Source: an optimization exercise on an open RTL-to-GDS flow (aim: small area). Production flows keep margins and buffers that such runs may drop. Where RTL was checked, it was by simulation tests only, not by an equivalence proof against the original. Power and IR drop assume default switching activity.

==> flow/design.v <==
`timescale 1ns/1ns
module ALU(sel,sub,A,B,Result,Sum);
	input [1:0] sel;
	input sub;
	input [31:0] A,B;
	output reg [31:0] Result;
	output [31:0] Sum;
	assign Sum = A + (B ^ {32{sub}}) + {31'd0,sub};
	wire lt = (A[31] ^ B[31]) ? A[31] : Sum[31];
	always @(*) begin
		case (sel)
			2'd0: Result = A & B;
			2'd1: Result = A | B;
			2'd2: Result = Sum;
			default: Result = {31'd0, lt};
		endcase
	end
endmodule
`timescale 1ns/1ns
module RegisterFile(clk,rst,we,waddr,wdata,raddr,rbyp,rdata);
	input clk,rst,we,rbyp;
	input [4:0] waddr,raddr;
	input [31:0] wdata;
	output reg [31:0] rdata;
	reg [1023:0] mem;
	reg [31:0] valid;
	wire [31:0] wsel = we ? (32'd1 << waddr) : 32'd0;
	wire [31:0] rsel = rbyp ? 32'd0 : valid & (32'd1 << raddr);
	integer i;
	always @(posedge clk) begin
		for (i = 0; i < 32; i = i + 1)
			if (wsel[i]) mem[i*32 +: 32] <= wdata;
	end
	always @(posedge clk or posedge rst) begin
		if (rst) valid <= 32'd0;
		else valid <= valid | wsel;
	end
	always @(*) begin
		rdata = wdata & {32{rbyp}};
		for (i = 0; i < 32; i = i + 1)
			rdata = rdata | (mem[i*32 +: 32] & {32{rsel[i]}});
	end
endmodule
`timescale 1ns/1ns
module PIPE_Top(clk,rst,InstOut,DMReadData,PCOut,DMAddress,DMWriteData,MemRead,MemWrite);
	input clk,rst;
	input [31:0]InstOut,DMReadData;
	output MemRead,MemWrite;
	output [31:0]DMWriteData,DMAddress,PCOut;
	reg [31:0] pc;
	wire [31:0] pc4 = pc + 32'd4;
	reg [31:0] id_pc4;
	reg [30:0] id_inst_lo;
	reg id_inst_hi;            
	wire [31:0] id_inst = {id_inst_hi, id_inst_lo};
	wire [5:0] op = id_inst[31:26];
	wire [5:0] fn = id_inst[5:0];
	wire [4:0] id_rs = id_inst[25:21];
	wire [4:0] id_rt = id_inst[20:16];
	wire op_r = op == 6'd0, op_addi = op == 6'd1, op_slti = op == 6'd2, op_lw = op == 6'd3, op_sw = op == 6'd4,
	     op_beq = op == 6'd5, op_j = op == 6'd6, op_jr = op == 6'd7, op_jal = op == 6'd8;
	wire d_regwrite = op_r | op_addi | op_slti | op_lw | op_jal;
	wire d_jmp = op_j | op_jr | op_jal;
	wire d_alusrc = op_addi | op_slti | op_lw | op_sw;
	reg [1:0] d_sel; reg d_sub;
	always @(*) begin
		if (op_addi | op_lw | op_sw) begin d_sel = 2'd2; d_sub = 1'b0; end
		else if (op_beq) begin d_sel = 2'd2; d_sub = 1'b1; end
		else if (op_slti) begin d_sel = 2'd3; d_sub = 1'b1; end
		else case (fn)
			6'd1: begin d_sel = 2'd2; d_sub = 1'b0; end
			6'd2: begin d_sel = 2'd2; d_sub = 1'b1; end
			6'd8: begin d_sel = 2'd1; d_sub = 1'b0; end
			6'd16: begin d_sel = 2'd3; d_sub = 1'b1; end
			default: begin d_sel = 2'd0; d_sub = 1'b0; end
		endcase
	end
	reg ex_regwrite, ex_memread, ex_memwrite, ex_branch, ex_jmp;    
	reg ex_jr, ex_jal, ex_alusrc, ex_regdst, ex_sub;
	reg [1:0] ex_sel;
	reg [31:0] ex_pc4, ex_a, ex_b;
	reg [25:0] ex_inst;
	wire [4:0] ex_rs = ex_inst[25:21];
	wire [4:0] ex_rt = ex_inst[20:16];
	wire [4:0] ex_rd = ex_inst[15:11];
	wire stall = ex_memread & ((ex_rt == id_rs) | (ex_rt == id_rt));
	reg ph_p, ph_n;
	wire first_half = ph_p ^ ph_n;
	reg [4:0] ra_p, ra_n;
	wire [4:0] raddr = ra_p ^ ra_n;
	wire [4:0] rt_next = stall ? id_rt : InstOut[20:16];
	wire [31:0] rdata;
	reg [31:0] rt_n;
	reg mem_regwrite; reg [4:0] mem_rd; wire [31:0] wbval;
	wire id_byp_rs = mem_regwrite & (mem_rd == id_rs) & (mem_rd != 5'd0);
	wire id_byp_rt = mem_regwrite & (mem_rd == id_rt) & (mem_rd != 5'd0);
	wire rbyp = first_half ? id_byp_rt : id_byp_rs;
	RegisterFile rf(clk, rst, mem_regwrite, mem_rd, wbval, raddr, rbyp, rdata);
	always @(posedge clk or posedge rst)
		if (rst) begin ph_p <= 1'b0; ra_p <= 5'd0; end
		else begin ph_p <= ~ph_p; ra_p <= rt_next ^ ra_n; end
	always @(negedge clk) begin
		ph_n <= ph_p;
		ra_n <= id_rs ^ ra_p;
		rt_n <= rdata;
	end
	reg mem_memread, mem_memwrite, mem_taken;     
	reg mem_jal;
	reg [31:0] mem_result, mem_sd;
	wire fa_mem = mem_regwrite & (mem_rd == ex_rs) & (mem_rd != 5'd0);
	wire fb_mem = mem_regwrite & (mem_rd == ex_rt) & (mem_rd != 5'd0);
	wire [31:0] opa = fa_mem ? mem_result : ex_a;
	wire [31:0] rtv = fb_mem ? mem_result : ex_b;
	wire [31:0] imm = {{16{ex_inst[15]}}, ex_inst[15:0]};
	wire [31:0] opb = ex_alusrc ? imm : rtv;
	wire [31:0] alu_res, alu_sum;
	ALU alu(ex_sel, ex_sub, opa, opb, alu_res, alu_sum);
	wire [31:0] target = ex_pc4 + {imm[29:0], 2'b00};
	wire [4:0] ex_dest = ex_jal ? 5'd31 : ex_regdst ? ex_rd : ex_rt;
	assign DMAddress = mem_result;
	assign DMWriteData = mem_sd;
	assign MemRead = mem_memread;
	assign MemWrite = mem_memwrite;
	assign wbval = mem_jal ? mem_sd : mem_memread ? DMReadData : mem_result;
	wire [31:0] jtarget = ex_jr ? opa : {ex_pc4[31:28], ex_inst, 2'b00};
	wire [31:0] npc = ex_jmp ? jtarget : mem_taken ? mem_result : pc4;
	assign PCOut = pc;
	always @(posedge clk or posedge rst) begin
		if (rst) begin
			pc <= 32'd0;
			id_inst_hi <= 1'b1;
			ex_regwrite <= 1'b0; ex_memread <= 1'b0; ex_memwrite <= 1'b0; ex_branch <= 1'b0; ex_jmp <= 1'b0;
			mem_regwrite <= 1'b0; mem_memread <= 1'b0; mem_memwrite <= 1'b0; mem_taken <= 1'b0;
		end else begin
			if (!stall) begin
				pc <= npc;
				id_inst_hi <= InstOut[31];
			end
			ex_regwrite <= d_regwrite & ~stall;
			ex_memread <= op_lw & ~stall;
			ex_memwrite <= op_sw & ~stall;
			ex_branch <= op_beq & ~stall;
			ex_jmp <= d_jmp & ~stall;
			mem_regwrite <= ex_regwrite;
			mem_memread <= ex_memread;
			mem_memwrite <= ex_memwrite;
			mem_taken <= ex_branch & (alu_sum == 32'd0);
		end
	end
	always @(posedge clk) begin
		if (!stall) begin
			id_pc4 <= pc4;
			id_inst_lo <= InstOut[30:0];
		end
		ex_jr <= op_jr; ex_jal <= op_jal; ex_alusrc <= d_alusrc; ex_regdst <= op_r;
		ex_sel <= d_sel; ex_sub <= d_sub;
		ex_pc4 <= id_pc4; ex_inst <= id_inst[25:0];
		ex_a <= rdata; ex_b <= rt_n;
		mem_jal <= ex_jal;
		mem_rd <= ex_dest;
		mem_result <= ex_branch ? target : alu_res;
		mem_sd <= ex_jal ? ex_pc4 : rtv;
	end
endmodule
clock: 8.5 ns
lec_check: 0
cap_margin: 20
core_margin: 2
core_utilization: 50
place_density: 0.65
slew_margin: 20
standard.sh (not shown) runs the stock make flow with config.mk's settings and CLKGATE_MAP_FILE= SYNTH_SCRIPT=/design/flow/synth_recipe.tcl, a recipe that flattens the netlist after the stock synthesis.
==> flow/flow/run.sh <==
#!/bin/bash
# Standard layout, with two changes: clock tree synthesis inserts no dummy
# loads and uses larger sink clusters, and the port buffers are the smallest buffer cell.
set -e
export CTS_ARGS="-sink_clustering_enable -repair_clock_nets -dont_use_dummy_load -buf_list sky130_fd_sc_hd__clkbuf_16 -sink_clustering_size 28 -sink_clustering_max_diameter 70"
export BUFFER_PORTS_ARGS="-buffer_cell sky130_fd_sc_hd__buf_1"
bash standard.sh > standard.log 2>&1
The starting point ran to the end with no violations.
Edit:
--- a/flow/design.v
+++ b/flow/design.v
@@ -22,19 +22,16 @@
 	input [4:0] waddr,raddr;
 	input [31:0] wdata;
 	output reg [31:0] rdata;
 	reg [1023:0] mem;
-	reg [31:0] valid;
 	wire [31:0] wsel = we ? (32'd1 << waddr) : 32'd0;
-	wire [31:0] rsel = rbyp ? 32'd0 : valid & (32'd1 << raddr);
+	wire [31:0] wen = wsel | {32{rst}};
+	wire [31:0] wd = rst ? 32'd0 : wdata;
+	wire [31:0] rsel = rbyp ? 32'd0 : (32'd1 << raddr);
 	integer i;
 	always @(posedge clk) begin
 		for (i = 0; i < 32; i = i + 1)
-			if (wsel[i]) mem[i*32 +: 32] <= wdata;
-	end
-	always @(posedge clk or posedge rst) begin
-		if (rst) valid <= 32'd0;
-		else valid <= valid | wsel;
+			if (wen[i]) mem[i*32 +: 32] <= wd;
 	end
 	always @(*) begin
 		rdata = wdata & {32{rbyp}};
 		for (i = 0; i < 32; i = i + 1)
What happened: Final area falls by 1.7%. Total power rises by 46%. Wire length falls by 1.1%. Clock power falls by about 2%. Clock-buffer cell count falls by 1. Via count rises by 0.52%. Worst hold slack degrades by 0.013 ns. Synthesized cell count rises by 1.4%. Global-route usage barely changes. Flip-flop and latch count falls by 32. Die area falls by 1.8%. Area after synthesis falls by 1.8%. Core utilization barely changes.
For the first run of this note, only the layout was checked, not whether the RTL still works.

* * *

PIPE_Top, a different RTL version from the one above (not shown whole).
Size in the first run: roughly 160 I/O pins, about 0.054 sq mm of cells after synthesis.
==> module PIPE_Top, before the edit <==
module PIPE_Top(clk,rst,InstOut,DMReadData,PCOut,DMAddress,DMWriteData,MemRead,MemWrite);
	input clk,rst;
	input [31:0]InstOut,DMReadData;
	output MemRead,MemWrite;
	output [31:0]DMWriteData,DMAddress,PCOut;
	reg [31:0] pc;
	wire [31:0] pc4 = pc + 32'd4;
	reg [31:0] id_pc4;
	reg [30:0] id_inst_lo;
	reg id_inst_hi;            
	wire [31:0] id_inst = {id_inst_hi, id_inst_lo};
	wire [5:0] op = id_inst[31:26];
	wire [5:0] fn = id_inst[5:0];
	wire [4:0] id_rs = id_inst[25:21];
	wire [4:0] id_rt = id_inst[20:16];
	wire op_r = op == 6'd0, op_addi = op == 6'd1, op_slti = op == 6'd2, op_lw = op == 6'd3, op_sw = op == 6'd4,
	     op_beq = op == 6'd5, op_j = op == 6'd6, op_jr = op == 6'd7, op_jal = op == 6'd8;
	wire d_regwrite = op_r | op_addi | op_slti | op_lw | op_jal;
	wire d_jmp = op_j | op_jr | op_jal;
	wire d_alusrc = op_addi | op_slti | op_lw | op_sw;
	reg [1:0] d_sel; reg d_sub;
	always @(*) begin
		if (op_addi | op_lw | op_sw) begin d_sel = 2'd2; d_sub = 1'b0; end
		else if (op_beq) begin d_sel = 2'd2; d_sub = 1'b1; end
		else if (op_slti) begin d_sel = 2'd3; d_sub = 1'b1; end
		else case (fn)
			6'd1: begin d_sel = 2'd2; d_sub = 1'b0; end
			6'd2: begin d_sel = 2'd2; d_sub = 1'b1; end
			6'd8: begin d_sel = 2'd1; d_sub = 1'b0; end
			6'd16: begin d_sel = 2'd3; d_sub = 1'b1; end
			default: begin d_sel = 2'd0; d_sub = 1'b0; end
		endcase
	end
	reg ex_regwrite, ex_memread, ex_memwrite, ex_branch, ex_jmp;    
	reg ex_jr, ex_jal, ex_alusrc, ex_regdst, ex_sub;
	reg [1:0] ex_sel;
	reg [31:0] ex_pc4, ex_a, ex_b;
	reg [25:0] ex_inst;
	wire [4:0] ex_rs = ex_inst[25:21];
	wire [4:0] ex_rt = ex_inst[20:16];
	wire [4:0] ex_rd = ex_inst[15:11];
	wire stall = ex_memread & ((ex_rt == id_rs) | (ex_rt == id_rt));
	reg [4:0] ra_p, ra_n;
	wire [4:0] raddr = ra_p ^ ra_n;
	wire [4:0] rt_next = stall ? id_rt : InstOut[20:16];
	wire [31:0] rdata;
	reg [31:0] rt_n;
	reg mem_regwrite; reg [4:0] mem_rd; wire [31:0] wbval;
	wire id_byp_rs = mem_regwrite & (mem_rd == id_rs) & (mem_rd != 5'd0);
	reg bp_p, bp_n;
	wire rbyp = bp_p ^ bp_n;
	RegisterFile rf(clk, rst, mem_regwrite, mem_rd, wbval, raddr, rbyp, rdata);
	always @(posedge clk or posedge rst)
		if (rst) begin ra_p <= 5'd0; bp_p <= 1'b0; end
		else begin ra_p <= rt_next ^ ra_n; bp_p <= byp_rt_next ^ bp_n; end
	always @(negedge clk) begin
		bp_n <= id_byp_rs ^ bp_p;
		ra_n <= id_rs ^ ra_p;
		rt_n <= rdata;
	end
	reg mem_memread, mem_memwrite, mem_taken;     
	reg mem_jal;
	reg [31:0] mem_result, mem_sd;
	wire fa_mem = mem_regwrite & (mem_rd == ex_rs) & (mem_rd != 5'd0);
	wire fb_mem = mem_regwrite & (mem_rd == ex_rt) & (mem_rd != 5'd0);
	wire [31:0] opa = fa_mem ? mem_result : ex_a;
	wire [31:0] rtv = fb_mem ? mem_result : ex_b;
	wire [31:0] imm = {{16{ex_inst[15]}}, ex_inst[15:0]};
	wire [31:0] opb = ex_alusrc ? imm : rtv;
	wire [31:0] alu_res, alu_sum;
	wire byp_rt_next = ex_regwrite & (ex_dest == rt_next) & (ex_dest != 5'd0);
	ALU alu(ex_sel, ex_sub, opa, opb, alu_res, alu_sum);
	wire [31:0] pcv = ex_pc4 + {imm[29:0] & {30{ex_branch}}, 2'b00};
	wire [4:0] ex_dest = ex_jal ? 5'd31 : ex_regdst ? ex_rd : ex_rt;
	assign DMAddress = mem_result;
	assign DMWriteData = mem_sd;
	assign MemRead = mem_memread;
	assign MemWrite = mem_memwrite;
	assign wbval = mem_jal ? mem_sd : mem_memread ? DMReadData : mem_result;
	wire [31:0] jtarget = ex_jr ? opa : {ex_pc4[31:28], ex_inst, 2'b00};
	wire [31:0] npc = ex_jmp ? jtarget : mem_taken ? mem_sd : pc4;
	assign PCOut = pc;
	always @(posedge clk or posedge rst) begin
		if (rst) begin
			pc <= 32'd0;
			id_inst_hi <= 1'b1;
			ex_regwrite <= 1'b0; ex_memread <= 1'b0; ex_memwrite <= 1'b0; ex_branch <= 1'b0; ex_jmp <= 1'b0;
			mem_regwrite <= 1'b0; mem_memread <= 1'b0; mem_memwrite <= 1'b0; mem_taken <= 1'b0;
		end else begin
			if (!stall) begin
				pc <= npc;
				id_inst_hi <= InstOut[31];
			end
			ex_regwrite <= d_regwrite & ~stall;
			ex_memread <= op_lw & ~stall;
			ex_memwrite <= op_sw & ~stall;
			ex_branch <= op_beq & ~stall;
			ex_jmp <= d_jmp & ~stall;
			mem_regwrite <= ex_regwrite;
			mem_memread <= ex_memread;
			mem_memwrite <= ex_memwrite;
			mem_taken <= ex_branch & (alu_sum == 32'd0);
		end
	end
	always @(posedge clk) begin
		if (!stall) begin
			id_pc4 <= pc4;
			id_inst_lo <= InstOut[30:0];
		end
		ex_jr <= op_jr; ex_jal <= op_jal; ex_alusrc <= d_alusrc; ex_regdst <= op_r;
		ex_sel <= d_sel; ex_sub <= d_sub;
		ex_pc4 <= id_pc4; ex_inst <= id_inst[25:0];
		ex_a <= rdata; ex_b <= rt_n;
		mem_jal <= ex_jal;
		mem_rd <= ex_dest;
		mem_result <= alu_res;
		mem_sd <= (ex_jal | ex_branch) ? pcv : rtv;
	end
endmodule
Settings: LEC_CHECK=0, CAP_MARGIN=20, CORE_MARGIN=2, CORE_UTILIZATION=50, PLACE_DENSITY=0.65, SLEW_MARGIN=20; clock period 8.5 ns.
==> flow/flow/run.sh <==
#!/bin/bash
# The standard layout (standard.sh), with these changes:
#  - after the floorplan, OpenROAD's restructure maps the combinational logic
#    again for area (ABC, with the platform library less its don't-use cells),
#    and repair_timing fixes setup; registers are not touched
#  - clock tree synthesis inserts no dummy loads and uses larger sink clusters
#  - the port buffers are the smallest buffer cell
# Each tool's output goes to a log file of its own in this folder.
set -euo pipefail
export CTS_ARGS="-sink_clustering_enable -repair_clock_nets -dont_use_dummy_load -buf_list sky130_fd_sc_hd__clkbuf_8 -sink_clustering_size 16 -sink_clustering_max_diameter 60"
export BUFFER_PORTS_ARGS="-buffer_cell sky130_fd_sc_hd__buf_1"
bash standard.sh floorplan > standard_floorplan.log 2>&1
RMP_DONT_USE=$(sed -n '/DONT_USE_CELLS/,/^$/p' "$FLOW_HOME/platforms/$FLOW_PLATFORM/config.mk" | grep -o 'sky130_fd_sc_hd__[a-z0-9_]*' | tr '\n' ' ')
export RMP_DONT_USE
python3 flow/filter_lib.py "$FLOW_HOME/platforms/$FLOW_PLATFORM/lib/sky130_fd_sc_hd__tt_025C_1v80.lib" abc_cells.lib $RMP_DONT_USE > filter_lib.log 2>&1
mkdir -p rmp_work
openroad -no_init -exit flow/restructure.tcl > restructure.log 2>&1
bash standard.sh > standard.log 2>&1
Other scripts of this flow, unchanged in this note and not shown: flow/flow/filter_lib.py, flow/flow/restructure.tcl
The first run finished with timing, DRC and antenna clean.
Change:
--- a/flow/design.v
+++ b/flow/design.v
@@ -117,22 +117,20 @@
 	assign DMWriteData = mem_sd;
 	assign MemRead = mem_memread;
 	assign MemWrite = mem_memwrite;
 	assign wbval = mem_jal ? mem_sd : mem_memread ? DMReadData : mem_result;
-	wire [31:0] jtarget = ex_jr ? opa : {ex_pc4[31:28], ex_inst, 2'b00};
-	wire [31:0] npc = ex_jmp ? jtarget : mem_taken ? mem_sd : pc4;
+	wire s_j = ~rst & ex_jmp & ~ex_jr, s_jr = ~rst & ex_jmp & ex_jr;
+	wire s_br = ~rst & ~ex_jmp & mem_taken, s_inc = ~rst & ~ex_jmp & ~mem_taken;
+	wire [31:0] npc = ({32{s_j}} & {ex_pc4[31:28], ex_inst, 2'b00}) | ({32{s_jr}} & opa) |
+	                  ({32{s_br}} & mem_sd) | ({32{s_inc}} & pc4);
 	assign PCOut = pc;
 	always @(posedge clk or posedge rst) begin
 		if (rst) begin
-			pc <= 32'd0;
 			id_inst_hi <= 1'b1;
 			ex_regwrite <= 1'b0; ex_memread <= 1'b0; ex_memwrite <= 1'b0; ex_branch <= 1'b0; ex_jmp <= 1'b0;
 			mem_regwrite <= 1'b0; mem_memread <= 1'b0; mem_memwrite <= 1'b0; mem_taken <= 1'b0;
 		end else begin
-			if (!stall) begin
-				pc <= npc;
-				id_inst_hi <= InstOut[31];
-			end
+			if (!stall) id_inst_hi <= InstOut[31];
 			ex_regwrite <= d_regwrite & ~stall;
 			ex_memread <= op_lw & ~stall;
 			ex_memwrite <= op_sw & ~stall;
 			ex_branch <= op_beq & ~stall;
@@ -143,8 +141,9 @@
 			mem_taken <= ex_branch & (alu_sum == 32'd0);
 		end
 	end
 	always @(posedge clk) begin
+		if (!stall | rst) pc <= npc;
 		if (!stall) begin
 			id_pc4 <= pc4;
 			id_inst_lo <= InstOut[30:0];
 		end
Result: The new run finished clean; cell area barely changes; utilization goes up by 0.53 points; setup slack loses 66 ps; clock skew came out higher by 36 ps; wire length came out lower by 3.3%; global-route usage falls by 0.54 points; power fell by 4.2%; worst hold slack loses 23 ps; first-iteration DRC count went down by 6.3%; count of clock-buffer cells in the layout decreases by 2; via count shrinks by 2.6%.
